This is an optimization exercise on Yosys and OpenROAD, whose aim is small area, not a production implementation.
Where RTL was checked, it was by simulation tests only, not by an equivalence proof against the original.
Function not checked in runs 2 and 3: the RTL went through the layout flow alone.
The clock port is modelled as an ideal driver; clocking choices that lean on that would not hold on a real chip.
Power and IR drop assume default switching activity.

`flow/design.v`:
```
module simpletimer (
    input         clk,
    input         reset_n,
    output  [7:0] data_out,
    input   [7:0] data_in,
    input         cs_n,
    input         rd_n,
    input         wr_n,
    input   [3:0] addr
);
    reg         timer_busy;
    reg   [7:0] timer_cfg;
    reg  [31:0] timer_cnt;
    reg  [31:0] timer_now;
    reg  [31:0] timer_del;
    reg  [31:0] done_time;
    reg         done_c;
    reg         cfg_wr;
    reg         st2_q;
    genvar i, k;
    wire [7:0] din_n;
    wire [3:0] a_n;
    wire cs_i, rd_i, wr_i, wsel_n, rsel_n, wsel, rsel;
    generate for (i = 0; i < 8; i = i + 1) begin : g_dinn
        p_inv u (.a(data_in[i]), .y(din_n[i]));
    end endgenerate
    generate for (i = 0; i < 4; i = i + 1) begin : g_an
        p_inv u (.a(addr[i]), .y(a_n[i]));
    end endgenerate
    p_inv   u_csi (.a(cs_n), .y(cs_i));
    p_inv   u_rdi (.a(rd_n), .y(rd_i));
    p_inv   u_wri (.a(wr_n), .y(wr_i));
    p_nand3 u_wsn (.a(cs_i), .b(rd_n), .c(wr_i), .y(wsel_n));
    p_nand3 u_rsn (.a(cs_i), .b(rd_i), .c(wr_n), .y(rsel_n));
    p_inv   u_ws  (.a(wsel_n), .y(wsel));
    p_inv   u_rs  (.a(rsel_n), .y(rsel));
    wire [3:0] lo_n;
    p_nand2 u_lo0 (.a(a_n[1]),  .b(a_n[0]),  .y(lo_n[0]));
    p_nand2 u_lo1 (.a(a_n[1]),  .b(addr[0]), .y(lo_n[1]));
    p_nand2 u_lo2 (.a(addr[1]), .b(a_n[0]),  .y(lo_n[2]));
    p_nand2 u_lo3 (.a(addr[1]), .b(addr[0]), .y(lo_n[3]));
    wire [2:0] wh_n, rh_n;
    p_nand3 u_wh0 (.a(wsel), .b(a_n[3]),  .c(a_n[2]),  .y(wh_n[0]));
    p_nand3 u_wh1 (.a(wsel), .b(a_n[3]),  .c(addr[2]), .y(wh_n[1]));
    p_nand3 u_wh2 (.a(wsel), .b(addr[3]), .c(a_n[2]),  .y(wh_n[2]));
    p_nand3 u_rh0 (.a(rsel), .b(a_n[3]),  .c(a_n[2]),  .y(rh_n[0]));
    p_nand3 u_rh1 (.a(rsel), .b(a_n[3]),  .c(addr[2]), .y(rh_n[1]));
    p_nand3 u_rh2 (.a(rsel), .b(addr[3]), .c(a_n[2]),  .y(rh_n[2]));
    wire [9:0] we, rs;
    generate for (k = 0; k < 10; k = k + 1) begin : g_sel
        p_nor2 uw (.a(lo_n[k % 4]), .b(wh_n[k / 4]), .y(we[k]));
        p_nor2 ur (.a(lo_n[k % 4]), .b(rh_n[k / 4]), .y(rs[k]));
    end endgenerate
    wire [9:0] we_n;
    generate for (k = 0; k < 10; k = k + 1) begin : g_wen
        if (k != 5) begin : g
            p_inv u (.a(we[k]), .y(we_n[k]));
        end else begin : g5
            assign we_n[k] = 1'b1;
        end
    end endgenerate
    wire on = timer_cfg[0];
    wire on_n, start, cap, ld_n, ld_on, inc_on, cin_hi;
    p_inv   u_onn  (.a(on), .y(on_n));
    p_and2  u_st   (.a(cfg_wr), .b(timer_cfg[1]), .y(start));
    p_and2  u_cap  (.a(cfg_wr), .b(timer_cfg[2]), .y(cap));
    p_nand2 u_ldn  (.a(cfg_wr), .b(timer_cfg[3]), .y(ld_n));
    p_nor2  u_ldon (.a(ld_n), .b(on_n), .y(ld_on));
    p_and2  u_inon (.a(ld_n), .b(on), .y(inc_on));
    p_and2  u_cih  (.a(done_c), .b(st2_q), .y(cin_hi));
    wire clr, clr_n, lo_add, lo_hold, strq;
    p_nor2  u_clr  (.a(we_n[4]), .b(data_in[0]), .y(clr));
    p_inv   u_clrn (.a(clr), .y(clr_n));
    p_and3  u_ladd (.a(we[4]), .b(data_in[1]), .c(data_in[0]), .y(lo_add));
    p_or2   u_strq (.a(data_in[1]), .b(din_n[0]), .y(strq));
    p_nand2 u_lhld (.a(we[4]), .b(strq), .y(lo_hold));
    wire [7:0]  cfg_d;
    wire [31:0] del_d;
    generate for (i = 0; i < 8; i = i + 1) begin : g_cfg
        p_a22o ud (.a1(we[4]), .a2(data_in[i]), .b1(we_n[4]), .b2(timer_cfg[i]), .y(cfg_d[i]));
    end endgenerate
    generate for (i = 0; i < 32; i = i + 1) begin : g_del
        p_a22o ud (.a1(we[i / 8]), .a2(data_in[i % 8]), .b1(we_n[i / 8]), .b2(timer_del[i]), .y(del_d[i]));
    end endgenerate
    wire [3:0] nw, nh;
    generate for (k = 0; k < 4; k = k + 1) begin : g_nsel
        p_nor2 uw (.a(we_n[6 + k]), .b(cap), .y(nw[k]));
        p_nor2 uh (.a(we[6 + k]),   .b(cap), .y(nh[k]));
    end endgenerate
    wire [31:0] now_dn, now_d;
    generate for (i = 0; i < 32; i = i + 1) begin : g_now
        p_a222oi ua (.a1(cap), .a2(timer_cnt[i]), .b1(nw[i / 8]), .b2(data_in[i % 8]),
                     .c1(nh[i / 8]), .c2(timer_now[i]), .y(now_dn[i]));
        p_inv    ui (.a(now_dn[i]), .y(now_d[i]));
    end endgenerate
    wire [31:0] inc;
    wire [32:0] t;
    wire [5:0]  nib_n;
    generate for (k = 0; k < 6; k = k + 1) begin : g_nib
        p_nand4 u (.a(timer_cnt[4*k]), .b(timer_cnt[4*k+1]), .c(timer_cnt[4*k+2]),
                   .d(timer_cnt[4*k+3]), .y(nib_n[k]));
    end endgenerate
    wire z23, z45;
    p_nor2 u_t8  (.a(nib_n[0]), .b(nib_n[1]), .y(t[8]));
    p_nor2 u_z23 (.a(nib_n[2]), .b(nib_n[3]), .y(z23));
    p_and2 u_t16 (.a(t[8]), .b(z23), .y(t[16]));
    p_nor2 u_z45 (.a(nib_n[4]), .b(nib_n[5]), .y(z45));
    p_and2 u_t24 (.a(t[16]), .b(z45), .y(t[24]));
    p_inv  u_i0  (.a(timer_cnt[0]), .y(inc[0]));
    assign t[1] = timer_cnt[0];
    generate for (i = 1; i < 32; i = i + 1) begin : g_inc
        if ((i % 8) == 7) begin : gx
            p_xor2 u (.a(timer_cnt[i]), .b(t[i]), .y(inc[i]));
        end else begin : gh
            p_ha u (.a(timer_cnt[i]), .b(t[i]), .s(inc[i]), .co(t[i+1]));
        end
    end endgenerate
    assign t[0] = 1'b1;
    assign t[32] = 1'b0;
    wire [31:0] cnt_d;
    generate for (i = 0; i < 32; i = i + 1) begin : g_cnt
        p_a22o ud (.a1(ld_on), .a2(timer_now[i]), .b1(inc_on), .b2(inc[i]), .y(cnt_d[i]));
    end endgenerate
    wire [15:0] s_lo;
    wire        c16;
    add16_lo u_addlo (.a(done_time[15:0]), .b(timer_del[15:0]), .s(s_lo), .co(c16));
    wire [15:0] lo_d;
    generate for (i = 0; i < 16; i = i + 1) begin : g_lo
        p_a22o ud (.a1(lo_add), .a2(s_lo[i]), .b1(lo_hold), .b2(done_time[i]), .y(lo_d[i]));
    end endgenerate
    wire [15:0] gdel;
    generate for (i = 0; i < 16; i = i + 1) begin : g_gd
        p_and2 u (.a(timer_del[16 + i]), .b(st2_q), .y(gdel[i]));
    end endgenerate
    wire [3:0]  s_hi_a;
    wire [11:0] s_hi_bn;
    add16_hi u_addhi (.a(done_time[31:16]), .b(gdel), .ci(cin_hi), .s_a(s_hi_a), .s_bn(s_hi_bn));
    wire [15:0] hi_d;
    generate for (i = 0; i < 4; i = i + 1) begin : g_hia
        p_and2 u (.a(s_hi_a[i]), .b(clr_n), .y(hi_d[i]));
    end endgenerate
    generate for (i = 0; i < 12; i = i + 1) begin : g_hib
        p_nor2 u (.a(s_hi_bn[i]), .b(clr), .y(hi_d[4 + i]));
    end endgenerate
    wire [31:0] e;
    wire [7:0]  ne4;
    wire [3:0]  eq8;
    wire [1:0]  ne16;
    wire        neq, bz_n, busy_d;
    generate for (i = 0; i < 32; i = i + 1) begin : g_eq
        p_xnor2 u (.a(timer_cnt[i]), .b(done_time[i]), .y(e[i]));
    end endgenerate
    generate for (k = 0; k < 8; k = k + 1) begin : g_eq4
        p_nand4 u (.a(e[4*k]), .b(e[4*k+1]), .c(e[4*k+2]), .d(e[4*k+3]), .y(ne4[k]));
    end endgenerate
    generate for (k = 0; k < 4; k = k + 1) begin : g_eq8
        p_nor2 u (.a(ne4[2*k]), .b(ne4[2*k+1]), .y(eq8[k]));
    end endgenerate
    p_nand2 u_ne16a (.a(eq8[0]), .b(eq8[1]), .y(ne16[0]));
    p_nand2 u_ne16b (.a(eq8[2]), .b(eq8[3]), .y(ne16[1]));
    p_or2   u_neq   (.a(ne16[0]), .b(ne16[1]), .y(neq));
    p_a21oi u_bz    (.a1(timer_busy), .a2(neq), .b1(start), .y(bz_n));
    p_nor2  u_bd    (.a(bz_n), .b(on_n), .y(busy_d));
    wire [7:0] ra, rb, rc;
    wire       rbusy_n;
    generate for (i = 0; i < 8; i = i + 1) begin : g_rd
        p_a222oi ua (.a1(rs[0]), .a2(timer_del[i]),      .b1(rs[1]), .b2(timer_del[8 + i]),
                     .c1(rs[2]), .c2(timer_del[16 + i]), .y(ra[i]));
        p_a222oi ub (.a1(rs[3]), .a2(timer_del[24 + i]), .b1(rs[4]), .b2(timer_cfg[i]),
                     .c1(rs[6]), .c2(timer_now[i]),      .y(rb[i]));
        p_a222oi uc (.a1(rs[7]), .a2(timer_now[8 + i]),  .b1(rs[8]), .b2(timer_now[16 + i]),
                     .c1(rs[9]), .c2(timer_now[24 + i]), .y(rc[i]));
        if (i == 0) begin : g0
            p_nand2 ubz (.a(rs[5]), .b(timer_busy), .y(rbusy_n));
            p_nand4 uo  (.a(ra[i]), .b(rb[i]), .c(rc[i]), .d(rbusy_n), .y(data_out[i]));
        end else begin : gn
            p_nand3 uo  (.a(ra[i]), .b(rb[i]), .c(rc[i]), .y(data_out[i]));
        end
    end endgenerate
    always @(posedge clk or negedge reset_n) begin
        if (~reset_n) begin
            timer_cfg  <= 8'h0;
            timer_del  <= 32'h0;
            timer_now  <= 32'h0;
            done_time  <= 32'h0;
            timer_busy <= 1'b0;
            cfg_wr     <= 1'b0;
            st2_q      <= 1'b0;
        end else begin
            timer_cfg  <= cfg_d;
            timer_del  <= del_d;
            timer_now  <= now_d;
            done_time  <= {hi_d, lo_d};
            timer_busy <= busy_d;
            cfg_wr     <= we[4];
            st2_q      <= lo_add;
        end
    end
    always @(posedge clk) begin
        timer_cnt <= cnt_d;
        done_c    <= c16;
    end
endmodule
module add16_lo (
    input  [15:0] a,
    input  [15:0] b,
    output [15:0] s,
    output        co
);
    wire [3:0] c;
    wire [11:0] x;
    wire [2:0]  xc;
    rca4 u_a (.a(a[3:0]), .b(b[3:0]), .s(s[3:0]), .co(c[0]));
    genvar j;
    generate for (j = 1; j < 4; j = j + 1) begin : g
        rca4 u_r (.a(a[4*j +: 4]), .b(b[4*j +: 4]), .s(x[4*j-4 +: 4]), .co(xc[j-1]));
        fix4 u_f (.x(x[4*j-4 +: 4]), .c(c[j-1]), .xc(xc[j-1]), .s(s[4*j +: 4]), .co(c[j]));
    end endgenerate
    assign co = c[3];
endmodule
module add16_hi (
    input  [15:0] a,
    input  [15:0] b,
    input         ci,
    output  [3:0] s_a,
    output [11:0] s_bn
);
    wire [3:0] c;
    wire [11:0] x;
    wire [2:0]  xc;
    rca4c u_a (.a(a[3:0]), .b(b[3:0]), .ci(ci), .s(s_a), .co(c[0]));
    genvar j;
    generate for (j = 1; j < 4; j = j + 1) begin : g
        rca4 u_r (.a(a[4*j +: 4]), .b(b[4*j +: 4]), .s(x[4*j-4 +: 4]), .co(xc[j-1]));
        fix4n u_f (.x(x[4*j-4 +: 4]), .c(c[j-1]), .xc(xc[j-1]), .sn(s_bn[4*j-4 +: 4]), .co(c[j]));
    end endgenerate
endmodule
module rca4 (
    input  [3:0] a,
    input  [3:0] b,
    output [3:0] s,
    output       co
);
    wire [4:1] c;
    p_ha u0 (.a(a[0]), .b(b[0]), .s(s[0]), .co(c[1]));
    p_fa u1 (.a(a[1]), .b(b[1]), .ci(c[1]), .s(s[1]), .co(c[2]));
    p_fa u2 (.a(a[2]), .b(b[2]), .ci(c[2]), .s(s[2]), .co(c[3]));
    p_fa u3 (.a(a[3]), .b(b[3]), .ci(c[3]), .s(s[3]), .co(c[4]));
    assign co = c[4];
endmodule
module rca4c (
    input  [3:0] a,
    input  [3:0] b,
    input        ci,
    output [3:0] s,
    output       co
);
    wire [4:1] c;
    p_fa u0 (.a(a[0]), .b(b[0]), .ci(ci),   .s(s[0]), .co(c[1]));
    p_fa u1 (.a(a[1]), .b(b[1]), .ci(c[1]), .s(s[1]), .co(c[2]));
    p_fa u2 (.a(a[2]), .b(b[2]), .ci(c[2]), .s(s[2]), .co(c[3]));
    p_fa u3 (.a(a[3]), .b(b[3]), .ci(c[3]), .s(s[3]), .co(c[4]));
    assign co = c[4];
endmodule
module fix4 (
    input  [3:0] x,
    input        c,
    input        xc,
    output [3:0] s,
    output       co
);
    wire q1, q2, q3, p;
    p_xor2  u0 (.a(x[0]), .b(c), .y(s[0]));
    p_nand2 n1 (.a(c), .b(x[0]), .y(q1));
    p_xnor2 u1 (.a(x[1]), .b(q1), .y(s[1]));
    p_nand3 n2 (.a(c), .b(x[0]), .c(x[1]), .y(q2));
    p_xnor2 u2 (.a(x[2]), .b(q2), .y(s[2]));
    p_nand4 n3 (.a(c), .b(x[0]), .c(x[1]), .d(x[2]), .y(q3));
    p_xnor2 u3 (.a(x[3]), .b(q3), .y(s[3]));
    p_and4  up (.a(x[0]), .b(x[1]), .c(x[2]), .d(x[3]), .y(p));
    p_a21o  uc (.a1(c), .a2(p), .b1(xc), .y(co));
endmodule
module fix4n (
    input  [3:0] x,
    input        c,
    input        xc,
    output [3:0] sn,
    output       co
);
    wire q1, q2, q3, p;
    p_xnor2 u0 (.a(x[0]), .b(c), .y(sn[0]));
    p_nand2 n1 (.a(c), .b(x[0]), .y(q1));
    p_xor2  u1 (.a(x[1]), .b(q1), .y(sn[1]));
    p_nand3 n2 (.a(c), .b(x[0]), .c(x[1]), .y(q2));
    p_xor2  u2 (.a(x[2]), .b(q2), .y(sn[2]));
    p_nand4 n3 (.a(c), .b(x[0]), .c(x[1]), .d(x[2]), .y(q3));
    p_xor2  u3 (.a(x[3]), .b(q3), .y(sn[3]));
    p_and4  up (.a(x[0]), .b(x[1]), .c(x[2]), .d(x[3]), .y(p));
    p_a21o  uc (.a1(c), .a2(p), .b1(xc), .y(co));
endmodule
module p_inv   (input a, output y); assign y = ~a; endmodule
module p_nand2 (input a, input b, output y); assign y = ~(a & b); endmodule
module p_nor2  (input a, input b, output y); assign y = ~(a | b); endmodule
module p_and2  (input a, input b, output y); assign y = a & b; endmodule
module p_or2   (input a, input b, output y); assign y = a | b; endmodule
module p_and3  (input a, input b, input c, output y); assign y = a & b & c; endmodule
module p_and4  (input a, input b, input c, input d, output y); assign y = a & b & c & d; endmodule
module p_a21o  (input a1, input a2, input b1, output y); assign y = (a1 & a2) | b1; endmodule
module p_a22o  (input a1, input a2, input b1, input b2, output y); assign y = (a1 & a2) | (b1 & b2); endmodule
module p_nand3 (input a, input b, input c, output y); assign y = ~(a & b & c); endmodule
module p_nand4 (input a, input b, input c, input d, output y); assign y = ~(a & b & c & d); endmodule
module p_a21oi (input a1, input a2, input b1, output y); assign y = ~((a1 & a2) | b1); endmodule
module p_a222oi (input a1, input a2, input b1, input b2, input c1, input c2, output y);
    assign y = ~((a1 & a2) | (b1 & b2) | (c1 & c2));
endmodule
module p_xor2  (input a, input b, output y); assign y = a ^ b; endmodule
module p_xnor2 (input a, input b, output y); assign y = ~(a ^ b); endmodule
module p_ha    (input a, input b, output s, output co); assign s = a ^ b; assign co = a & b; endmodule
module p_fa    (input a, input b, input ci, output s, output co);
    assign s  = a ^ b ^ ci;
    assign co = (a & b) | (ci & (a ^ b));
endmodule
```
`flow/run.sh`:
```
#!/bin/bash
# synth_recipe.tcl (not shown) runs the flow's synth.tcl, then flattens the netlist and writes it again
# the make line also repeats each setting of config.mk as NAME=value (left out here)
make -C /OpenROAD-flow-scripts/flow DESIGN_CONFIG=/design/flow/config.mk WORK_HOME=/design/flow/orfs CLKGATE_MAP_FILE= SYNTH_SCRIPT=/design/flow/synth_recipe.tcl finish
```
`flow/config.mk`:
```
export PLATFORM = sky130hd
export DESIGN_NAME = simpletimer
export DESIGN_NICKNAME = simpletimer
export VERILOG_FILES = /design/flow/design.v
export SDC_FILE = /design/flow/constraint.sdc
export NUM_CORES = 4
export LEC_CHECK = 0
export CAP_MARGIN = 20
export CORE_MARGIN = 2
export CORE_UTILIZATION = 40
export CTS_BUF_LIST = sky130_fd_sc_hd__clkbuf_8
export SLEW_MARGIN = 20
export SYNTH_HIERARCHICAL = 1
```
`flow/constraint.sdc`:
```
create_clock -name core_clock -period 4.0 [get_ports {clk}]
set_input_delay 0.8000 -clock core_clock [delete_from_list [all_inputs] [get_ports {clk}]]
set_output_delay 0.8000 -clock core_clock [all_outputs]
set_load 0.01 [all_outputs]
```
==> results of run 1 <==
==> registers in the layout, indices dropped and copies added, names as in the netlist <==
register    cells
cfg_wr          1
done_c          1
done_time      32
st2_q           1
timer_busy      1
timer_cfg       8
timer_cnt      32
timer_del      32
timer_now      32
==> routing by layer <==
metal	up-vias	track usage, %
met1	2705	33.2
met3	42	4.89
met2	267	34.4
li1	2404	-
met5	-	0
met4	0	8.19
==> worst reg2reg max path, delay by kind of cell (launching register included) <==
family | cells | cell delay (ns)
XOR/XNOR | 1 | 0.15
AO/OA/AOI/OAI | 2 | 0.55
adder cells (fa/ha/maj) | 4 | 1.70
AND/OR/NAND/NOR | 3 | 0.44
flip-flops | 1 | 0.56
==> placed cells by master, fill, tap and decap left out <==
master	n
a222oi_1	56
inv_1	56
inv_6	1
nand4_1	21
a21oi_2	1
clkinv_4	1
ha_1	34
clkinvlp_4	2
buf_4	8
nor2_1	45
a21o_1	5
dfxtp_1	33
clkinv_2	4
fa_1	25
or2_1	2
clkdlybuf4s50_1	23
and4_1	5
a22o_1	88
nor2_2	4
bufinv_16	2
nand2_1	15
dfrtp_1	107
xor2_1	16
and3_1	1
clkbuf_8	20
nand3_1	21
and2_1	26
xnor2_1	44
==> through the flow <==
| stage | utilization, % | setup TNS (ns) | std cells |
|---|---|---|---|
| floorplan | - | 0 | 603 |
| global placement | 44.2 | 0 | 859 |
| detailed placement | 44.2 | 0 | 859 |
| CTS | 46.5 | 0 | 891 |
| global route | 46.5 | -0.0660 | 891 |
| finish | 46.5 | 0 | 891 |
==> power by group <==
part	total (uW)	internal [uW]	switching (uW)
registers	1690	1530	157
logic	360	172	188
clock network	1150	597	549
total	3200	2300	894
==> path summary, 6_finish.rpt <==
path	from	end	slack [ns]	depth (start not counted)
setup reg to reg	st2_q$_DFF_PN0_	done_time[31]$_DFF_PN0_	0.49	10
hold reg to reg	timer_now[8]$_DFF_PN0_	timer_cnt[8]$_DFF_P_	0.54	1
max in group asynchronous	reset_n	done_time[16]$_DFF_PN0_	2.62	2
hold / removal	reset_n	timer_now[3]$_DFF_PN0_	0.50	1
setup / recovery	cs_n	data_out[1]	0.07	9
min in group core_clock	timer_now[8]$_DFF_PN0_	timer_cnt[8]$_DFF_P_	0.54	1
==> final cells by class <==
class,instances,area [um2]
fill,1585,9250
multi-input combinational,409,3540
sequential,140,3340
timing repair buffer,31,290
tap,225,282
clock buffer,20,275
inverter,54,203
clock inverter,12,120
==> what timing repair did <==
action / 4_1_cts / 5_1_grt
setup endpoints to repair: 0 / 8
endpoints found under the hold margin: 0 / 0
resized for setup: 0 / 3
==> impl_metrics.py, run 1 <==
metrics = {
    "setup_path": {
        "critPathBufInv": 4,
        "cpPeakStageDelay_ns": 0.53,
        "critPathSlowestCell": "clkdlybuf4s50_1",
        "crit_arrival_ns": 3.13,
        "cp_max_fo": 8,
        "start_kind": "input port",
        "critPathCaptureType": "output port",
        "crit_type": "in2out",
        "crit_chain": "clkdlybuf4s50_1, inv_1, nand3_1, inv_1, nand3_1, nor2_2, a222oi_1, nand3_1, clkdlybuf4s50_1",
        "critPathMostFrequentCell": "nand3_1",
        "cp_top_family": "buffers and inverters",
        "worstPathRequired_ns": 3.20,
    },
    "routing": {
        "postRouteWirelength_um": 20200,
        "drc": 0,
        "wl_met1_um": 8790,
        "viasPerCell": 6.08,
        "first_pass_iters": 7,
        "wl_met2_um": 9120,
        "first_iter_violations": 756,
        "wl_met3_um": 1740,
        "dr_total_vias": 5418,
        "dr.max_layer_used": "met4",
        "drtAntennaViolNets": 0,
        "wl_per_cell_um": 22.7,
    },
    "pwr": {
        "ir_drop_uv": 283,
        "total_power_uw": 3200,
        "cellLeakagePower_uw": 0.00385,
        "powerDensity_nw_per_um2": 397,
    },
    "placement": {
        "place_area_um2": 7650,
        "gp_congestion": 0.980,
        "hpwl_um": 14800,
        "io_buffers": 24,
        "dpl_worst_slack_ns": 0.158,
    },
    "clocking": {
        "clk_path_buf_depth": 2,
        "cts_sinks": 140,
        "holdBufCountCts": 0,
        "h-tree-depth": 4,
        "postCtsSetupBuffers": 0,
        "clockRootBuffer": "clkbuf_8",
        "cts_tree": "built",
        "cts_made_buffers": 17,
        "clk_pin_slew_ns": 0.08,
        "clkLatencyLatePin_ns": 0.45,
    },
    "final_layout": {
        "syn_to_final_growth_pct": 13.8,
        "diodes": 0,
        "fin_area_um2": 8050,
        "nets": 729,
        "final_layout_size_suffix_gt1_share_pct": 6.46,
    },
    "timing": {
        "setup_violations": 0,
        "layout_setup_ws_ns": 0.0715,
        "report.final.slew_viol_count": 0,
        "rsz0062_at_grt": "true",
        "worst_slew_pin_slew_ns": 0.982,
        "slew_headroom_pct": 34.6,
        "skew_ns": 0.0111,
        "fmax_ghz": 0.255,
        "finalCriticalPeriod_ns": 3.93,
        "finalCritPeriodShare_pct": 98.2,
        "whs_ns": 0.495,
        "hold_viol": 0,
    },
    "die": {
        "die_y_um": 137,
        "num_rows": 48,
        "dieArea_um2": 18800,
        "die_x_um": 137,
        "boundaryPins": 25,
        "core_area_um2": 17300,
        "start_util_pct": 40.9,
    },
    "global_routing": {
        "grt-ovfl-total": 0,
        "grt_pass1_vias": 5403,
        "track_usage_pct": 23.1,
        "grt_pass1_wl_um": 31700,
        "antenna_found_initial": 0,
        "grt_start_max_net_pins": 74,
    },
    "status": {
        "status": "no timing/DRC/antenna violations",
    },
    "yosys": {
        "yosysWarnings": 7,
        "syn_inst": 603,
        "synth_area_um2": 7070,
        "syn_nets": 679,
        "syn_area_per_cell_um2": 11.7,
    },
    "flow_run": {
        "cap_viol_max_count": 0,
    },
    "worst_hold_path": {
        "hold_class": "in2async",
    },
}
==> inputs of run 2 (changes only) <==
--- a/flow/design.v
+++ b/flow/design.v
@@ -16,7 +16,6 @@
     reg  [31:0] done_time;
     reg         done_c;
     reg         cfg_wr;
-    reg         st2_q;
     genvar i, k;
     wire [7:0] din_n;
     wire [3:0] a_n;
@@ -60,14 +59,13 @@
         end
     end endgenerate
     wire on = timer_cfg[0];
-    wire on_n, start, cap, ld_n, ld_on, inc_on, cin_hi;
+    wire on_n, start, cap, ld_n, ld_on, inc_on;
     p_inv   u_onn  (.a(on), .y(on_n));
     p_and2  u_st   (.a(cfg_wr), .b(timer_cfg[1]), .y(start));
     p_and2  u_cap  (.a(cfg_wr), .b(timer_cfg[2]), .y(cap));
     p_nand2 u_ldn  (.a(cfg_wr), .b(timer_cfg[3]), .y(ld_n));
     p_nor2  u_ldon (.a(ld_n), .b(on_n), .y(ld_on));
     p_and2  u_inon (.a(ld_n), .b(on), .y(inc_on));
-    p_and2  u_cih  (.a(done_c), .b(st2_q), .y(cin_hi));
     wire clr, clr_n, lo_add, lo_hold, strq;
     p_nor2  u_clr  (.a(we_n[4]), .b(data_in[0]), .y(clr));
     p_inv   u_clrn (.a(clr), .y(clr_n));
@@ -128,19 +126,15 @@
     generate for (i = 0; i < 16; i = i + 1) begin : g_lo
         p_a22o ud (.a1(lo_add), .a2(s_lo[i]), .b1(lo_hold), .b2(done_time[i]), .y(lo_d[i]));
     end endgenerate
-    wire [15:0] gdel;
-    generate for (i = 0; i < 16; i = i + 1) begin : g_gd
-        p_and2 u (.a(timer_del[16 + i]), .b(st2_q), .y(gdel[i]));
-    end endgenerate
-    wire [3:0]  s_hi_a;
-    wire [11:0] s_hi_bn;
-    add16_hi u_addhi (.a(done_time[31:16]), .b(gdel), .ci(cin_hi), .s_a(s_hi_a), .s_bn(s_hi_bn));
+    wire st2_n, hi_add, hi_hold;
+    p_nand3 u_st2n (.a(cfg_wr), .b(timer_cfg[1]), .c(on), .y(st2_n));
+    p_nor2  u_hadd (.a(st2_n), .b(clr), .y(hi_add));
+    p_and2  u_hhld (.a(st2_n), .b(clr_n), .y(hi_hold));
+    wire [15:0] s_hi;
+    add16_hi u_addhi (.a(done_time[31:16]), .b(timer_del[31:16]), .ci(done_c), .s(s_hi));
     wire [15:0] hi_d;
-    generate for (i = 0; i < 4; i = i + 1) begin : g_hia
-        p_and2 u (.a(s_hi_a[i]), .b(clr_n), .y(hi_d[i]));
-    end endgenerate
-    generate for (i = 0; i < 12; i = i + 1) begin : g_hib
-        p_nor2 u (.a(s_hi_bn[i]), .b(clr), .y(hi_d[4 + i]));
+    generate for (i = 0; i < 16; i = i + 1) begin : g_hi
+        p_a22o ud (.a1(hi_add), .a2(s_hi[i]), .b1(hi_hold), .b2(done_time[16 + i]), .y(hi_d[i]));
     end endgenerate
     wire [31:0] e;
     wire [7:0]  ne4;
@@ -185,7 +179,6 @@
             done_time  <= 32'h0;
             timer_busy <= 1'b0;
             cfg_wr     <= 1'b0;
-            st2_q      <= 1'b0;
         end else begin
             timer_cfg  <= cfg_d;
             timer_del  <= del_d;
@@ -193,7 +186,6 @@
             done_time  <= {hi_d, lo_d};
             timer_busy <= busy_d;
             cfg_wr     <= we[4];
-            st2_q      <= lo_add;
         end
     end
     always @(posedge clk) begin
@@ -222,17 +214,16 @@
     input  [15:0] a,
     input  [15:0] b,
     input         ci,
-    output  [3:0] s_a,
-    output [11:0] s_bn
+    output [15:0] s
 );
     wire [3:0] c;
     wire [11:0] x;
     wire [2:0]  xc;
-    rca4c u_a (.a(a[3:0]), .b(b[3:0]), .ci(ci), .s(s_a), .co(c[0]));
+    rca4c u_a (.a(a[3:0]), .b(b[3:0]), .ci(ci), .s(s[3:0]), .co(c[0]));
     genvar j;
     generate for (j = 1; j < 4; j = j + 1) begin : g
         rca4 u_r (.a(a[4*j +: 4]), .b(b[4*j +: 4]), .s(x[4*j-4 +: 4]), .co(xc[j-1]));
-        fix4n u_f (.x(x[4*j-4 +: 4]), .c(c[j-1]), .xc(xc[j-1]), .sn(s_bn[4*j-4 +: 4]), .co(c[j]));
+        fix4 u_f (.x(x[4*j-4 +: 4]), .c(c[j-1]), .xc(xc[j-1]), .s(s[4*j +: 4]), .co(c[j]));
     end endgenerate
 endmodule
 module rca4 (
@@ -280,24 +271,6 @@
     p_and4  up (.a(x[0]), .b(x[1]), .c(x[2]), .d(x[3]), .y(p));
     p_a21o  uc (.a1(c), .a2(p), .b1(xc), .y(co));
 endmodule
-module fix4n (
-    input  [3:0] x,
-    input        c,
-    input        xc,
-    output [3:0] sn,
-    output       co
-);
-    wire q1, q2, q3, p;
-    p_xnor2 u0 (.a(x[0]), .b(c), .y(sn[0]));
-    p_nand2 n1 (.a(c), .b(x[0]), .y(q1));
-    p_xor2  u1 (.a(x[1]), .b(q1), .y(sn[1]));
-    p_nand3 n2 (.a(c), .b(x[0]), .c(x[1]), .y(q2));
-    p_xor2  u2 (.a(x[2]), .b(q2), .y(sn[2]));
-    p_nand4 n3 (.a(c), .b(x[0]), .c(x[1]), .d(x[2]), .y(q3));
-    p_xor2  u3 (.a(x[3]), .b(q3), .y(sn[3]));
-    p_and4  up (.a(x[0]), .b(x[1]), .c(x[2]), .d(x[3]), .y(p));
-    p_a21o  uc (.a1(c), .a2(p), .b1(xc), .y(co));
-endmodule
 module p_inv   (input a, output y); assign y = ~a; endmodule
 module p_nand2 (input a, input b, output y); assign y = ~(a & b); endmodule
 module p_nor2  (input a, input b, output y); assign y = ~(a | b); endmodule
==> run 2 against run 1 <==
Against the previous run: setup slack improved by 0.011 ns; synthesized cell count shrank 2.5%; sequential share of layout area is 0.077 points higher; via count rose by 0.28%; clock power shrank 6%; largest cell class unchanged; highest routed layer unchanged; sequential power is 3% lower; critical path depth stayed put; critical path type unchanged; flip-flop and latch count fell by 1.
==> impl_metrics.py, run 2 <==
metrics = {
    "status": {
        "status": "no timing/DRC/antenna violations",
    },
    "final_layout": {
        "multi_input_area_um2": 3520,
        "fillers": 1568,
        "final_common_cell": "dfrtp_1",
        "syn_to_final_growth_pct": 13.5,
        "final_cell_mix": "dfrtp_1 (106), a22o_1 (104), inv_1 (61)",
        "regArea_um2": 3310,
        "diodes": 0,
        "nets": 713,
        "post-route-util_pct": 46.3,
        "final_layout_size_suffix_gt1_share_pct": 6.00,
    },
    "die": {
        "core_area_um2": 17200,
        "start_util_pct": 40.8,
        "die_x_um": 137,
        "boundaryPins": 25,
        "dieArea_um2": 18600,
        "num_rows": 48,
        "die_y_um": 137,
    },
    "placement": {
        "hpwl_um": 14700,
        "dpl_worst_slack_ns": 0.131,
        "gp_congestion": 0.947,
        "io_buffers": 24,
    },
    "global_routing": {
        "grt_pass1_vias": 5437,
        "grt-ovfl-total": 0,
        "grt_start_max_net_pins": 82,
        "grt_pass1_wl_um": 32200,
        "antenna_found_initial": 0,
        "track_usage_pct": 23.5,
    },
    "setup_path": {
        "start_kind": "input port",
        "critPathSlowestCell": "clkdlybuf4s50_1",
        "critPathCaptureType": "output port",
        "worst_r2r_path_depth": 9,
        "crit_arrival_ns": 3.12,
        "cp_max_fo": 8,
        "crit_chain": "clkdlybuf4s50_1, inv_1, nand3_1, inv_1, nand3_1, nor2_2, a222oi_1, nand3_1, clkdlybuf4s50_1",
        "cp-endpoint": "data_out[1]",
        "worstPathRequired_ns": 3.20,
        "critPathMostFrequentCell": "nand3_1",
        "crit_type": "in2out",
        "critPathLaunch": "rd_n",
        "cpPeakStageDelay_ns": 0.55,
        "ff2ff_setup_slack_ns": 0.71,
        "r2r-start": "done_time[16]$_DFF_PN0_",
        "r2r_end": "done_time[31]$_DFF_PN0_",
    },
    "clocking": {
        "h-tree-depth": 4,
        "clockRootBuffer": "clkbuf_8",
        "cts_tree": "built",
        "cts_sinks": 139,
        "cts_made_buffers": 17,
        "clk_path_buf_depth": 2,
        "clkLatencyLatePin_ns": 0.45,
        "clk_pin_slew_ns": 0.07,
    },
    "timing": {
        "skew_ns": 0.0134,
        "finalCriticalPeriod_ns": 3.92,
        "slew_headroom_pct": 28.9,
        "layout_setup_ws_ns": 0.0822,
        "setup_violations": 0,
        "worst_slew_pin_slew_ns": 1.07,
        "report.final.slew_viol_count": 0,
        "rsz0062_at_grt": "false",
        "hold_viol": 0,
        "fmax_ghz": 0.255,
        "finalCritPeriodShare_pct": 97.9,
        "tns_ns": 0,
    },
    "routing": {
        "dr_total_vias": 5433,
        "first_pass_iters": 7,
        "first_iter_violations": 943,
        "drtAntennaViolNets": 0,
        "drc": 0,
        "wl_per_cell_um": 23.1,
        "postRouteWirelength_um": 20200,
        "viasPerCell": 6.21,
    },
    "flow_run": {
        "cap_viol_max_count": 0,
    },
    "pwr": {
        "cellLeakagePower_uw": 0.00393,
        "ir_drop_uv": 274,
        "powerDensity_nw_per_um2": 380,
    },
    "worst_hold_path": {
        "hold_class": "in2async",
    },
    "yosys": {
        "yosysWarnings": 7,
        "syn_inst": 588,
        "synth_area_um2": 7030,
        "syn_nets": 664,
        "syn_area_per_cell_um2": 11.9,
    },
}
[run 2: layer usage]
metal,GRT usage [%],vias up,part of all wire [%]
met1,32.7,2821,44
met5,0,-,0
met3,4.93,24,6.9
li1,-,2385,-
met4,6.54,0,1.4
met2,37.1,203,48
[run 2: layout make-up]
type,count,share of cell area (%)
Clock inverter,14,1.47
Clock buffer,18,3.11
Inverter,54,2.54
Multi-Input combinational cell,395,44.2
Tap cell,225,3.53
Sequential cell,139,41.6
Timing Repair Buffer,30,3.59
[run 2: timing repair]
item                                   in CTS  in global routing
setup endpoints to repair                   0                  8
endpoints found under the hold margin       0                  0
hold buffers                                0                  0
buffers inserted                            0                  0
resized for setup                           0                  5
[run 2: power breakdown]
| group | internal (uW) | switching, uW | total [uW] |
|---|---|---|---|
| combinational | 145 | 168 | 313 |
| sequential | 1500 | 141 | 1640 |
| clock | 551 | 524 | 1080 |
| total | 2190 | 833 | 3030 |
[run 2: worst min path at each step]
stage	start	endpoint	slack [ns]
4_1_cts	timer_cfg[4]$_DFF_PN0_	timer_cfg[4]$_DFF_PN0_	0.51
6_report	reset_n	done_time[21]$_DFF_PN0_	0.40
2_1_floorplan	timer_cfg[4]$_DFF_PN0_	timer_cfg[4]$_DFF_PN0_	0.46
3_5_place_dp	timer_cfg[4]$_DFF_PN0_	timer_cfg[4]$_DFF_PN0_	0.49
5_1_grt	reset_n	done_time[21]$_DFF_PN0_	0.45
3_3_place_gp	timer_cfg[7]$_DFF_PN0_	timer_cfg[7]$_DFF_PN0_	0.51
[run 2: stage by stage]
| step | hold slack, ns | power [uW] | area [um2] | instances |
|---|---|---|---|---|
| after floorplan | 0.463 | 1800 | 7030 | 588 |
| after CTS | 0.508 | 3050 | 7960 | 875 |
| final | 0.404 | 3030 | 7970 | 875 |
| after global routing | 0.448 | 3160 | 7970 | 875 |
| after detailed placement | 0.488 | 1980 | 7590 | 843 |
| after global placement | 0.509 | 1970 | 7590 | 843 |
[run 2: worst max-delay path, delay by kind of cell]
family,cells,cell delay (ns)
AOI/OAI and AO/OA,1,0.50
buffers and inverters,4,1.15
and+or+nand+nor,4,0.66
==> inputs of run 3 (changes only) <==
==> flow/flow/run.sh (new file) <==
#!/bin/bash
# Layout: the standard ORFS flow, with two changes:
#  * ports are buffered with buf_1 cells (the standard flow's buffer_ports picks
#    a larger delay buffer);
#  * clock tree synthesis does not insert dummy loads.
# The make output goes to flow.log here; ORFS keeps each step's log under orfs/logs.
set -euo pipefail
bash standard.sh \
  "BUFFER_PORTS_ARGS=-buffer_cell sky130_fd_sc_hd__buf_1" \
  "CTS_ARGS=-sink_clustering_enable -repair_clock_nets -buf_list sky130_fd_sc_hd__clkbuf_8 -dont_use_dummy_load" \
  finish > flow.log 2>&1
==> flow/standard.sh (new file) <==
#!/bin/bash
# synth_recipe.tcl (not shown) runs the flow's synth.tcl, then flattens the netlist and writes it again
# the make line also repeats each setting of config.mk as NAME=value (left out here)
make -C /OpenROAD-flow-scripts/flow DESIGN_CONFIG=/design/flow/config.mk WORK_HOME=/design/flow/orfs CLKGATE_MAP_FILE= SYNTH_SCRIPT=/design/flow/synth_recipe.tcl "${@:-finish}"
removed: flow/run.sh
==> run 3 against run 2 <==
Against the previous run: still clean; fmax rose by 21%; synthesized cell count did not move; non-clock buffer count rose by 1; cell area decreased by 3.5%; clock power shrank 23%; critical path depth grew 1; first-iteration DRC count down 28%.
==> impl_metrics.py, run 3 <==
metrics = {
    "placement": {
        "hpwl_um": 14700,
        "gp_congestion": 0.943,
        "io_buffers": 24,
        "dp.cells": 844,
    },
    "pwr": {
        "p_switching_uw": 760,
        "total_power_uw": 2770,
        "pwr-share-comb_pct": 11.0,
        "swShare_pct": 27.4,
        "cellLeakagePower_uw": 0.00378,
        "p_clk_share_pct": 30.1,
        "ir_drop_uv": 252,
        "powerDensity_nw_per_um2": 360,
        "pwr-share-seq_pct": 58.9,
        "internal_power_uw": 2010,
    },
    "final_layout": {
        "final_common_cell": "dfrtp_1",
        "diodes": 0,
        "syn_to_final_growth_pct": 9.47,
        "multi_input_area_um2": 3510,
        "final_layout_size_suffix_gt1_share_pct": 4.40,
        "regArea_um2": 3310,
        "layoutNonFillerInstCount": 861,
        "final_cell_mix": "dfrtp_1 (106), a22o_1 (104), a222oi_1 (56)",
        "nets": 714,
        "post-route-util_pct": 44.6,
        "fillers": 1607,
    },
    "routing": {
        "first_pass_iters": 6,
        "dr_total_vias": 5374,
        "first_iter_violations": 675,
        "wl_per_cell_um": 23.4,
        "postRouteWirelength_um": 20200,
        "drc": 0,
        "drtAntennaViolNets": 0,
        "viasPerCell": 6.24,
    },
    "yosys": {
        "syn_inst": 588,
        "synth_area_um2": 7030,
        "syn_nets": 664,
        "yosysWarnings": 7,
        "syn_area_per_cell_um2": 11.9,
    },
    "global_routing": {
        "track_usage_pct": 23.1,
        "antenna_found_initial": 0,
        "grt-ovfl-total": 0,
        "grt_pass1_vias": 5404,
        "grt_pass1_wl_um": 31800,
        "grt_start_max_net_pins": 37,
    },
    "timing": {
        "skew_ns": 0.0228,
        "hold_viol": 0,
        "worst_slew_pin_slew_ns": 0.961,
        "finalCritPeriodShare_pct": 81.1,
        "setup_violations": 0,
        "slew_headroom_pct": 35.9,
        "whs_ns": 0.335,
        "tns_ns": 0,
        "fmax_ghz": 0.308,
        "finalCriticalPeriod_ns": 3.24,
        "report.final.slew_viol_count": 0,
        "rsz0062_at_grt": "false",
    },
    "worst_hold_path": {
        "hold_class": "in2async",
    },
    "die": {
        "core_area_um2": 17200,
        "die_y_um": 137,
        "die_x_um": 137,
        "dieArea_um2": 18600,
        "boundaryPins": 25,
        "num_rows": 48,
        "start_util_pct": 40.8,
    },
    "setup_path": {
        "ff2ff_setup_slack_ns": 0.76,
        "r2r-start": "timer_del[20]$_DFF_PN0_",
        "cp_max_fo": 5,
        "worstPathRequired_ns": 4.34,
        "critPathCaptureType": "flop",
        "start_kind": "flop",
        "crit_arrival_ns": 3.58,
        "worst_r2r_path_depth": 10,
        "critPathLaunch": "timer_del[20]$_DFF_PN0_",
        "r2r_end": "done_time[31]$_DFF_PN0_",
        "cp-endpoint": "done_time[31]$_DFF_PN0_",
        "crit_type": "reg2reg",
    },
    "clocking": {
        "h-tree-depth": 4,
        "clockRootBuffer": "clkbuf_8",
        "clkLatencyLatePin_ns": 0.45,
        "cts_tree": "built",
        "cts_made_buffers": 17,
        "clk_path_buf_depth": 2,
        "holdBufCountCts": 0,
        "clk_pin_slew_ns": 0.08,
        "postCtsSetupBuffers": 0,
        "cts-resized-gates": 0,
        "cts_sinks": 139,
    },
    "flow_run": {
        "cap_viol_max_count": 0,
    },
    "status": {
        "status": "no timing/DRC/antenna violations",
    },
}
==> run 3: worst min path at each step <==
| stage | start | to | slack (ns) | cells after the start |
|---|---|---|---|---|
| floorplan | timer_cfg[4]$_DFF_PN0_ | timer_cfg[4]$_DFF_PN0_ | 0.46 | 1 |
| global placement | timer_cfg[5]$_DFF_PN0_ | timer_cfg[5]$_DFF_PN0_ | 0.49 | 1 |
| detailed placement | timer_cfg[7]$_DFF_PN0_ | timer_cfg[7]$_DFF_PN0_ | 0.49 | 1 |
| CTS | reset_n | timer_now[28]$_DFF_PN0_ | 0.35 | 1 |
| global route | reset_n | timer_now[28]$_DFF_PN0_ | 0.36 | 1 |
| finish | reset_n | timer_now[29]$_DFF_PN0_ | 0.33 | 1 |
==> run 3: layer usage <==
metal / up-vias / GRT usage (%) / wire (um)
li1: 2381 / - / -
met1: 2731 / 32.1 / 8610
met2: 238 / 36.7 / 9670
met3: 24 / 5.00 / 1580
met4: 0 / 6.48 / 301
met5: - / 0 / 0
==> run 3: cell type report <==
cell class | instances | area share, %
flip-flops and latches | 139 | 43.1
multi-input cells | 395 | 45.7
well taps | 225 | 3.66
clock buffers | 17 | 3.04
repair buffers | 31 | 1.90
inverters | 54 | 2.64
==> run 3: power groups by stage <==
| stage | registers [uW] | clock network, uW | logic, uW |
|---|---|---|---|
| 6_report | 1630 | 834 | 304 |
| 5_1_grt | 1640 | 911 | 339 |
| 4_1_cts | 1630 | 854 | 304 |
| 3_5_place_dp | 1650 | 0 | 304 |
| 3_3_place_gp | 1650 | 0 | 292 |
| 2_1_floorplan | 1600 | 0 | 204 |
==> run 3: worst max-delay path, cell delays in order, from the launching register on <==
cell and delay, ns:
dfrtp_1 0.44, ha_1 0.21, fa_1 0.38, fa_1 0.42, fa_1 0.55, and4_1 0.20, a21o_1 0.22, a21o_1 0.23
nand4_1 0.13, xnor2_1 0.15, a22o_1 0.21
==> run 3: metrics by stage <==
stage	area, um2	worst slack [ns]
after floorplan	7030	1.02
after global placement	7460	0.847
after detailed placement	7460	0.790
after CTS	7690	0.771
after global routing	7690	0.618
final	7690	0.756
==> inputs of run 4 (changes only) <==
--- a/flow/design.v
+++ b/flow/design.v
@@ -13,7 +13,9 @@
     reg  [31:0] timer_cnt;
     reg  [31:0] timer_now;
     reg  [31:0] timer_del;
-    reg  [31:0] done_time;
+    reg  [15:0] done_lo;
+    reg  [15:0] done_hi;
+    wire [31:0] done_time = {done_hi, done_lo};
     reg         done_c;
     reg         cfg_wr;
     genvar i, k;
@@ -66,9 +68,7 @@
     p_nand2 u_ldn  (.a(cfg_wr), .b(timer_cfg[3]), .y(ld_n));
     p_nor2  u_ldon (.a(ld_n), .b(on_n), .y(ld_on));
     p_and2  u_inon (.a(ld_n), .b(on), .y(inc_on));
-    wire clr, clr_n, lo_add, lo_hold, strq;
-    p_nor2  u_clr  (.a(we_n[4]), .b(data_in[0]), .y(clr));
-    p_inv   u_clrn (.a(clr), .y(clr_n));
+    wire lo_add, lo_hold, strq;
     p_and3  u_ladd (.a(we[4]), .b(data_in[1]), .c(data_in[0]), .y(lo_add));
     p_or2   u_strq (.a(data_in[1]), .b(din_n[0]), .y(strq));
     p_nand2 u_lhld (.a(we[4]), .b(strq), .y(lo_hold));
@@ -128,8 +128,8 @@
     end endgenerate
     wire st2_n, hi_add, hi_hold;
     p_nand3 u_st2n (.a(cfg_wr), .b(timer_cfg[1]), .c(on), .y(st2_n));
-    p_nor2  u_hadd (.a(st2_n), .b(clr), .y(hi_add));
-    p_and2  u_hhld (.a(st2_n), .b(clr_n), .y(hi_hold));
+    p_inv   u_hadd (.a(st2_n), .y(hi_add));
+    p_and2  u_hhld (.a(st2_n), .b(on), .y(hi_hold));
     wire [15:0] s_hi;
     add16_hi u_addhi (.a(done_time[31:16]), .b(timer_del[31:16]), .ci(done_c), .s(s_hi));
     wire [15:0] hi_d;
@@ -176,14 +176,14 @@
             timer_cfg  <= 8'h0;
             timer_del  <= 32'h0;
             timer_now  <= 32'h0;
-            done_time  <= 32'h0;
+            done_lo    <= 16'h0;
             timer_busy <= 1'b0;
             cfg_wr     <= 1'b0;
         end else begin
             timer_cfg  <= cfg_d;
             timer_del  <= del_d;
             timer_now  <= now_d;
-            done_time  <= {hi_d, lo_d};
+            done_lo    <= lo_d;
             timer_busy <= busy_d;
             cfg_wr     <= we[4];
         end
@@ -191,6 +191,7 @@
     always @(posedge clk) begin
         timer_cnt <= cnt_d;
         done_c    <= c16;
+        done_hi   <= hi_d;
     end
 endmodule
 module add16_lo (
==> run 4 against run 3 <==
Against the previous run: count of clock-buffer cells in the layout did not move; die area down 1.2%; routed wire length down 0.40%; critical path type is now in2out; flip-flop and latch count unchanged; sequential power barely moved; still clean; clock skew rose by 0.0059 ns; synthesized area shrank 1.2%; combinational power up 2%; largest cell class unchanged; global-route usage about the same; sequential share of layout area down 0.55 points.
==> impl_metrics.py, run 4 <==
metrics = {
    "setup_path": {
        "cp_top_family": "simple AND/OR/NAND/NOR gates",
        "critPathCaptureType": "output port",
        "start_kind": "input port",
        "critPathBufInv": 4,
        "r2r_end": "done_hi[14]$_DFF_P_",
        "cpPeakStageDelay_ns": 0.49,
        "cp.depth": 9,
        "crit_arrival_ns": 2.42,
        "crit_type": "in2out",
        "critPathSlowestCell": "nor2_1",
        "worstPathRequired_ns": 3.20,
        "cp_max_fo": 8,
        "worst_r2r_path_depth": 9,
        "crit_chain": "buf_1, inv_1, nand3_1, inv_1, nand3_1, nor2_1, a222oi_1, nand4_1, buf_1",
        "r2r-start": "timer_del[16]$_DFF_PN0_",
        "ff2ff_setup_slack_ns": 0.80,
    },
    "clocking": {
        "clkLatencyLatePin_ns": 0.46,
        "cts_tree": "built",
        "cts-resized-gates": 0,
        "clockRootBuffer": "clkbuf_8",
        "clk_path_buf_depth": 2,
        "cts_made_buffers": 17,
        "cts_sinks": 139,
        "holdBufCountCts": 0,
        "postCtsSetupBuffers": 0,
        "clk_pin_slew_ns": 0.07,
        "h-tree-depth": 4,
    },
    "final_layout": {
        "diodes": 0,
        "nets": 712,
        "fin_area_um2": 7600,
        "top_regs": "timer_cnt (32), timer_del (32), timer_now (32)",
        "syn_to_final_growth_pct": 9.58,
        "final_common_cell": "a22o_1",
        "final_cell_mix": "a22o_1 (104), dfrtp_1 (90), a222oi_1 (56)",
        "final_layout_size_suffix_gt1_share_pct": 4.26,
    },
    "yosys": {
        "syn_nets": 662,
        "yosysWarnings": 7,
        "synth_area_um2": 6940,
        "syn_area_per_cell_um2": 11.8,
        "syn_inst": 586,
    },
    "timing": {
        "whs_ns": 0.506,
        "finalCritPeriodShare_pct": 80.5,
        "fmax_ghz": 0.311,
        "skew_ns": 0.0287,
        "hold_viol": 0,
        "finalCriticalPeriod_ns": 3.22,
        "slew_headroom_pct": 30.3,
        "rsz0062_at_grt": "false",
        "worst_slew_pin_slew_ns": 1.05,
        "report.final.slew_viol_count": 0,
        "tns_ns": 0,
        "setup_violations": 0,
    },
    "routing": {
        "viasPerCell": 6.26,
        "drc": 0,
        "postRouteWirelength_um": 20100,
        "drtAntennaViolNets": 0,
        "dr_total_vias": 5379,
        "wl_per_cell_um": 23.4,
        "first_pass_iters": 6,
        "first_iter_violations": 749,
    },
    "placement": {
        "hpwl_um": 14400,
        "io_buffers": 24,
        "gp_congestion": 0.906,
        "place_area_um2": 7370,
    },
    "global_routing": {
        "track_usage_pct": 23.2,
        "antenna_found_initial": 0,
        "grt_start_max_net_pins": 64,
        "grt_pass1_wl_um": 31600,
        "grt-ovfl-total": 0,
        "grt_pass1_vias": 5477,
    },
    "die": {
        "boundaryPins": 25,
        "die_y_um": 136,
        "die_x_um": 136,
        "num_rows": 48,
        "core_area_um2": 17100,
        "start_util_pct": 40.5,
        "dieArea_um2": 18400,
    },
    "pwr": {
        "pwr-share-comb_pct": 11.1,
        "internal_power_uw": 2000,
        "cellLeakagePower_uw": 0.00369,
        "ir_drop_uv": 222,
        "total_power_uw": 2790,
        "pwr-share-seq_pct": 58.7,
        "swShare_pct": 28.1,
        "p_switching_uw": 785,
        "powerDensity_nw_per_um2": 367,
        "p_clk_share_pct": 30.2,
    },
    "status": {
        "status": "no timing/DRC/antenna violations",
    },
    "flow_run": {
        "cap_viol_max_count": 0,
    },
    "worst_hold_path": {
        "hold_class": "in2async",
    },
}
## run 4: per-layer routing
metal	part of all wire (%)	up-vias	global-route usage (%)	wire [um]
met5	0	-	0	0
met4	2.6	0	8.28	514
met3	8.0	38	5.80	1610
met2	47	268	36.5	9390
met1	43	2710	31.0	8580
li1	-	2363	-	-
## run 4: how the worst max path moves through the flow
stage                                 startpoint               endpoint  slack, ns
final                                       cs_n            data_out[0]       0.78
after global routing                        cs_n            data_out[0]       0.61
after CTS                 timer_del[4]$_DFF_PN0_  done_lo[15]$_DFF_PN0_       0.84
after detailed placement  timer_del[4]$_DFF_PN0_  done_lo[15]$_DFF_PN0_       0.85
after global placement                      cs_n            data_out[0]       0.85
after floorplan             done_lo[4]$_DFF_PN0_  done_lo[15]$_DFF_PN0_       1.04
## run 4: cell type report
type                            instances  area [um2]
Inverter                               54         203
Sequential cell                       139        3230
Clock buffer                           17         234
Fill cell                            1576        9510
Tap cell                              225         282
Timing Repair Buffer                   31         146
Multi-Input combinational cell        393        3500
## run 4: power groups by stage
stage	Combinational (uW)	Clock, uW	Sequential [uW]
after CTS	308	860	1630
after floorplan	208	0	1590
after global placement	296	0	1660
final	309	844	1640
after global routing	345	919	1650
after detailed placement	307	0	1660
## run 4: per-stage QoR
stage / setup slack [ns] / util (%) / instances
after floorplan: 1.04 / - / 586
after global placement: 0.853 / 43.0 / 842
after detailed placement: 0.850 / 43.0 / 842
after CTS: 0.837 / 44.4 / 859
after global routing: 0.606 / 44.4 / 859
final: 0.781 / 44.4 / 859
## run 4: worst reg2reg max path, stage by stage (launching register included)
cell and delay (ns):
dfrtp_1 0.43, fa_1 0.43, fa_1 0.41, fa_1 0.39, fa_1 0.46, a21o_1 0.31
a21o_1 0.25, nand3_1 0.11, xnor2_1 0.08, a22o_1 0.21
==> inputs of run 5 (changes only) <==
==> flow/flow/run.sh (replaced) <==
#!/bin/bash
# Layout: the standard ORFS flow, with these changes:
#  * ports are buffered with buf_1 cells (the standard flow's buffer_ports picks
#    a larger delay buffer);
#  * clock tree synthesis uses clkbuf_4 and inserts no dummy loads; clock
#    buffers with a large fanout are then upsized to clkbuf_8 (post_cts.tcl).
# The make output goes to flow.log here; ORFS keeps each step's log under orfs/logs.
set -euo pipefail
bash standard.sh \
  "BUFFER_PORTS_ARGS=-buffer_cell sky130_fd_sc_hd__buf_1" \
  "CTS_ARGS=-sink_clustering_enable -repair_clock_nets -buf_list sky130_fd_sc_hd__clkbuf_4 -dont_use_dummy_load" \
  "POST_CTS_TCL=$PWD/flow/post_cts.tcl" \
  finish > flow.log 2>&1
==> flow/flow/post_cts.tcl (new file) <==
# After clock tree synthesis (built with clkbuf_4), upsize the clock buffers
# that drive more than 10 pins to clkbuf_8, to keep the flip-flop clock slew
# low, then legalize the placement again.
foreach inst [get_cells clkbuf_*] {
  set out [get_pins -of_objects $inst -filter "direction == output"]
  set net [get_nets -of_objects $out]
  set fo [llength [get_pins -of_objects $net -filter "direction == input"]]
  if { $fo > 10 } {
    replace_cell $inst sky130_fd_sc_hd__clkbuf_8
    puts "post_cts: upsized [get_property $inst name] (fanout $fo)"
  }
}
detailed_placement
check_placement -verbose
estimate_parasitics -placement
==> run 5 against run 4 <==
Against the previous run: cell count did not move; synthesized area unchanged; largest power group unchanged; flip-flop and latch count stayed put; still clean on timing, DRC and antenna; core utilization decreased by 0.55 points; first-iteration DRC count increased by 5.6%; sequential power about the same; largest cell class unchanged; non-clock buffer count did not move; via count increased by 0.35%; setup slack better by 0.029 ns; sequential share of layout area up 0.53 points; clock power decreased by 21%.
==> impl_metrics.py, run 5 <==
metrics = {
    "global_routing": {
        "grt_pass1_wl_um": 31500,
        "grt_start_max_net_pins": 64,
        "track_usage_pct": 23.1,
        "antenna_found_initial": 0,
        "grt_pass1_vias": 5484,
        "grt-ovfl-total": 0,
    },
    "pwr": {
        "pwr-share-comb_pct": 11.8,
        "cellLeakagePower_uw": 0.00365,
        "internal_power_uw": 1850,
        "powerDensity_nw_per_um2": 347,
        "pwr-share-seq_pct": 62.7,
        "ir_drop_uv": 190,
        "p_switching_uw": 761,
        "swShare_pct": 29.2,
        "total_power_uw": 2610,
        "p_clk_share_pct": 25.5,
    },
    "setup_path": {
        "cp_top_family": "simple AND/OR/NAND/NOR gates",
        "critPathBufInv": 4,
        "crit_arrival_ns": 2.39,
        "critPathCaptureType": "output port",
        "crit_type": "in2out",
        "critPathSlowestCell": "a222oi_1",
        "cp_max_fo": 8,
        "worst_r2r_path_depth": 9,
        "cpPeakStageDelay_ns": 0.53,
        "critPathMostFrequentCell": "nand3_1",
        "start_kind": "input port",
        "worstPathRequired_ns": 3.20,
        "crit_chain": "buf_1, inv_1, nand3_1, inv_1, nand3_1, nor2_1, a222oi_1, nand3_1, buf_1",
        "cp.depth": 9,
    },
    "die": {
        "dieArea_um2": 18400,
        "start_util_pct": 40.5,
        "die_x_um": 136,
        "boundaryPins": 25,
        "die_y_um": 136,
        "num_rows": 48,
        "core_area_um2": 17100,
    },
    "routing": {
        "drc": 0,
        "drtAntennaViolNets": 0,
        "postRouteWirelength_um": 20000,
        "first_iter_violations": 791,
        "wl_per_cell_um": 23.3,
        "first_pass_iters": 8,
        "dr_total_vias": 5398,
        "viasPerCell": 6.28,
    },
    "status": {
        "status": "no timing/DRC/antenna violations",
    },
    "placement": {
        "io_buffers": 24,
        "gp_congestion": 0.906,
        "dpl_worst_slack_ns": 0.850,
        "hpwl_um": 14400,
    },
    "clocking": {
        "clk_pin_slew_ns": 0.11,
        "cts_tree": "built",
        "clkLatencyLatePin_ns": 0.45,
        "cts_sinks": 139,
    },
    "timing": {
        "worst_slew_pin_slew_ns": 1.05,
        "whs_ns": 0.519,
        "hold_viol": 0,
        "setup_violations": 0,
        "report.final.slew_viol_count": 0,
        "finalCritPeriodShare_pct": 79.8,
        "tns_ns": 0,
        "fmax_ghz": 0.313,
        "skew_ns": 0.0344,
        "finalCriticalPeriod_ns": 3.19,
        "slew_headroom_pct": 30.3,
        "layout_setup_ws_ns": 0.810,
        "rsz0062_at_grt": "false",
    },
    "final_layout": {
        "top_regs": "timer_cnt (32), timer_del (32), timer_now (32)",
        "final_layout_size_suffix_gt1_share_pct": 4.26,
        "diodes": 0,
        "multi_input_area_um2": 3500,
        "nets": 712,
        "final_common_cell": "a22o_1",
        "post-route-util_pct": 43.9,
        "regArea_um2": 3230,
        "syn_to_final_growth_pct": 8.22,
        "fillers": 1589,
        "final_cell_mix": "a22o_1 (104), dfrtp_1 (90), a222oi_1 (56)",
    },
    "yosys": {
        "syn_nets": 662,
        "yosysWarnings": 7,
        "synth_area_um2": 6940,
        "syn_inst": 586,
        "syn_area_per_cell_um2": 11.8,
    },
    "flow_run": {
        "cap_viol_max_count": 0,
    },
    "worst_hold_path": {
        "hold_class": "in2async",
    },
}
run 5: changes by cell type in the layout (fill, tap and decap cells not counted):
| cell | previous run | this run |
|---|---|---|
| clkbuf_8 | 17 | 2 |
| clkbuf_4 | 1 | 16 |
run 5: final timing paths:
check | slack (ns) | from | end
worst max-delay path | 0.81 | cs_n | data_out[6]
worst min-delay path | 0.52 | reset_n | timer_del[14]$_DFF_PN0_
worst max register to register | 0.82 | timer_del[16]$_DFF_PN0_ | done_hi[14]$_DFF_P_
worst min register to register | 0.52 | timer_cfg[4]$_DFF_PN0_ | timer_cfg[4]$_DFF_PN0_
max in group asynchronous | 2.70 | reset_n | timer_cfg[0]$_DFF_PN0_
min in group core_clock | 0.52 | timer_cfg[4]$_DFF_PN0_ | timer_cfg[4]$_DFF_PN0_
run 5: final cells by class:
class / count / share of cell area (%)
Clock buffer: 17 / 1.87
Inverter: 54 / 2.70
Sequential cell: 139 / 43.1
Multi-Input combinational cell: 393 / 46.7
Timing Repair Buffer: 31 / 1.95
Tap cell: 225 / 3.75
run 5: metal layers:
metal	up-vias	share of wire (%)	track usage, %
li1	2375	-	-
met1	2713	43	30.9
met2	280	47	36.4
met3	30	8.1	5.84
met4	0	2.3	8.51
met5	-	0	0
run 5: worst reg2reg max path, stage by stage (launching register included):
cell and delay, ns:
dfrtp_1 0.44, fa_1 0.43, fa_1 0.41, fa_1 0.39, fa_1 0.46, a21o_1 0.30
a21o_1 0.25, nand3_1 0.11, xnor2_1 0.08, a22o_1 0.21
run 5: power by group through the flow:
stage	clock (uW)	combinational (uW)	sequential (uW)
finish	666	308	1640
global placement	0	296	1660
detailed placement	0	307	1660
floorplan	0	208	1590
global route	737	345	1650
run 5: per-stage QoR:
stage | instances | cell area, um2
after floorplan | 586 | 6940
after global placement | 842 | 7370
after detailed placement | 842 | 7370
after global routing | 859 | 7510
final | 859 | 7510
==> inputs of run 6 (changes only) <==
==> flow/flow/post_cts.tcl (replaced) <==
# After clock tree synthesis (built with clkbuf_4), upsize the clock buffers
# that drive more than 7 pins to clkbuf_8, to keep the flip-flop clock slew
# low, then legalize the placement again.
foreach inst [get_cells clkbuf_*] {
  set out [get_pins -of_objects $inst -filter "direction == output"]
  set net [get_nets -of_objects $out]
  set fo [llength [get_pins -of_objects $net -filter "direction == input"]]
  if { $fo > 7 } {
    replace_cell $inst sky130_fd_sc_hd__clkbuf_8
    puts "post_cts: upsized [get_property $inst name] (fanout $fo)"
  }
}
detailed_placement
check_placement -verbose
estimate_parasitics -placement
==> run 6 against run 5 <==
Against the previous run: sequential power is essentially flat; non-clock buffer count is the same; global-route usage grew 0.13 points; flip-flop and latch count is the same; synthesized area is the same; sequential share of layout area shrank 0.43 points; cell count is the same; clock power grew 22%; count of clock-buffer cells in the layout is the same; core utilization grew 0.44 points; critical path type unchanged; highest routed layer unchanged.
==> impl_metrics.py, run 6 <==
metrics = {
    "final_layout": {
        "final_cell_mix": "a22o_1 (104), dfrtp_1 (90), a222oi_1 (56)",
        "fillers": 1583,
        "nets": 712,
        "syn_to_final_growth_pct": 9.31,
        "final_common_cell": "a22o_1",
        "top_regs": "timer_cnt (32), timer_del (32), timer_now (32)",
        "layoutNonFillerInstCount": 859,
        "final_layout_size_suffix_gt1_share_pct": 4.26,
        "post-route-util_pct": 44.3,
        "diodes": 0,
    },
    "setup_path": {
        "critPathBufInv": 4,
        "cp_top_family": "simple AND/OR/NAND/NOR gates",
        "ff2ff_setup_slack_ns": 0.82,
        "cp-endpoint": "data_out[2]",
        "cp.depth": 9,
        "worstPathRequired_ns": 3.20,
        "critPathMostFrequentCell": "nand3_1",
        "crit_arrival_ns": 2.41,
        "critPathCaptureType": "output port",
        "worst_r2r_path_depth": 9,
        "cpPeakStageDelay_ns": 0.50,
        "r2r_end": "done_hi[14]$_DFF_P_",
        "critPathLaunch": "cs_n",
        "cp_max_fo": 8,
        "start_kind": "input port",
        "r2r-start": "timer_del[16]$_DFF_PN0_",
        "crit_chain": "buf_1, inv_1, nand3_1, inv_1, nand3_1, nor2_1, a222oi_1, nand3_1, buf_1",
        "crit_type": "in2out",
        "critPathSlowestCell": "nor2_1",
    },
    "pwr": {
        "total_power_uw": 2760,
        "powerDensity_nw_per_um2": 363,
        "ir_drop_uv": 220,
        "cellLeakagePower_uw": 0.00368,
    },
    "worst_hold_path": {
        "hold_class": "in2async",
    },
    "clocking": {
        "clkLatencyLatePin_ns": 0.47,
        "cts_sinks": 139,
        "clk_pin_slew_ns": 0.08,
        "cts_tree": "built",
    },
    "global_routing": {
        "antenna_found_initial": 0,
        "busiest_layer": "met2",
        "grt-ovfl-total": 0,
        "gr-usage-met2_pct": 36.7,
        "track_usage_pct": 23.2,
        "grt_pass1_vias": 5527,
        "met3_usage_pct": 5.95,
        "grt_start_max_net_pins": 64,
        "grtUsageMet1_pct": 30.9,
        "grt_pass1_wl_um": 31700,
    },
    "placement": {
        "gp_congestion": 0.906,
        "dp.cells": 842,
        "io_buffers": 24,
        "hpwl_um": 14400,
    },
    "die": {
        "start_util_pct": 40.5,
        "die_y_um": 136,
        "die_x_um": 136,
        "boundaryPins": 25,
        "dieArea_um2": 18400,
        "core_area_um2": 17100,
        "num_rows": 48,
    },
    "timing": {
        "report.final.slew_viol_count": 0,
        "rsz0062_at_grt": "false",
        "hold_viol": 0,
        "tns_ns": 0,
        "finalCritPeriodShare_pct": 80.4,
        "finalCriticalPeriod_ns": 3.21,
        "setup_violations": 0,
        "whs_ns": 0.490,
        "skew_ns": 0.0241,
        "fmax_ghz": 0.311,
        "slew_headroom_pct": 30.6,
        "worst_slew_pin_slew_ns": 1.04,
    },
    "yosys": {
        "synth_area_um2": 6940,
        "syn_inst": 586,
        "yosysWarnings": 7,
        "syn_nets": 662,
        "syn_area_per_cell_um2": 11.8,
    },
    "routing": {
        "wl_per_cell_um": 23.3,
        "dr_total_vias": 5378,
        "drtAntennaViolNets": 0,
        "viasPerCell": 6.26,
        "drc": 0,
        "first_iter_violations": 760,
        "first_pass_iters": 9,
        "postRouteWirelength_um": 20100,
    },
    "flow_run": {
        "cap_viol_max_count": 0,
    },
    "status": {
        "status": "no timing/DRC/antenna violations",
    },
}
run 6: per-layer routing:
layer	part of all wire [%]	wire length (um)
met1	42	8480
met2	47	9430
met3	8.2	1650
met4	2.4	488
met5	0	0
run 6: final cells by class:
type	count	area (um2)	share of cell area, %
multi-input cells	393	3500	46.2
flip-flops and latches	139	3230	42.6
well taps	225	282	3.71
clock buffers	17	215	2.84
inverters	54	203	2.67
repair buffers	31	146	1.93
run 6: power breakdown:
| part | total [uW] | switching, uW | internal [uW] |
|---|---|---|---|
| clock network | 812 | 469 | 343 |
| registers | 1640 | 140 | 1500 |
| logic | 309 | 174 | 135 |
| total | 2760 | 783 | 1970 |
run 6: worst reg2reg max path, delay by kind of cell, from the launching register on:
kind                     cells  cell delay, ns
adder cells (fa/ha/maj)      4            1.70
AO/OA/AOI/OAI                3            0.76
flip-flops                   1            0.42
AND/OR/NAND/NOR              1            0.11
XOR/XNOR                     1            0.08
run 6: worst min-delay path by stage:
stage,slack [ns],end,from,depth (start not counted)
after global placement,0.50,timer_cfg[5]$_DFF_PN0_,timer_cfg[5]$_DFF_PN0_,1
after detailed placement,0.49,timer_cfg[4]$_DFF_PN0_,timer_cfg[4]$_DFF_PN0_,1
final,0.49,done_lo[13]$_DFF_PN0_,reset_n,1
after floorplan,0.46,timer_cfg[4]$_DFF_PN0_,timer_cfg[4]$_DFF_PN0_,1
after global routing,0.54,done_lo[13]$_DFF_PN0_,reset_n,1
run 6: metrics by stage:
| step | setup WS, ns | area [um2] |
|---|---|---|
| 2_1_floorplan | 1.04 | 6940 |
| 3_3_place_gp | 0.853 | 7370 |
| 3_5_place_dp | 0.850 | 7370 |
| 5_1_grt | 0.606 | 7580 |
| 6_report | 0.785 | 7580 |

==> separate check: timing with driven ports <==
Ports are ideal in the flow. The routed layouts listed here were re-timed in OpenROAD.
Step 1 sets driving cells, clkbuf_16 on the clock port and buf_2 on the other inputs (assumed; they add their load-dependent delay and slew).
Step 2 also shifts input and output timing later by t, the mid clock arrival at the registers, as if the neighbouring blocks saw the same clock.
Slacks: ideal ports / drivers / drivers and shift; pairs: ideal ports / drivers.
| run | t, ns | setup slack, ns | clock arrival spread, ns | cell pins on the clock port's net |
|---|---|---|---|---|
| run 1 | 0.481 | 0.071 / 0.050 / 0.050 | 0.014 / 0.015 | 1 |
| run 2 | 0.478 | 0.082 / 0.051 / 0.051 | 0.013 / 0.014 | 1 |
| run 3 | 0.478 | 0.756 / 0.739 / 0.739 | 0.023 / 0.023 | 1 |
| run 4 | 0.486 | 0.781 / 0.761 / 0.761 | 0.029 / 0.029 | 1 |
| run 5 | 0.471 | 0.810 / 0.785 / 0.785 | 0.035 / 0.035 | 1 |
| run 6 | 0.492 | 0.785 / 0.766 / 0.766 | 0.027 / 0.026 | 1 |
After both steps every run listed still meets setup and hold. The setup slack of run 2, which loses most, moves by -0.031 ns with the drivers and by -0.031 ns with both steps.
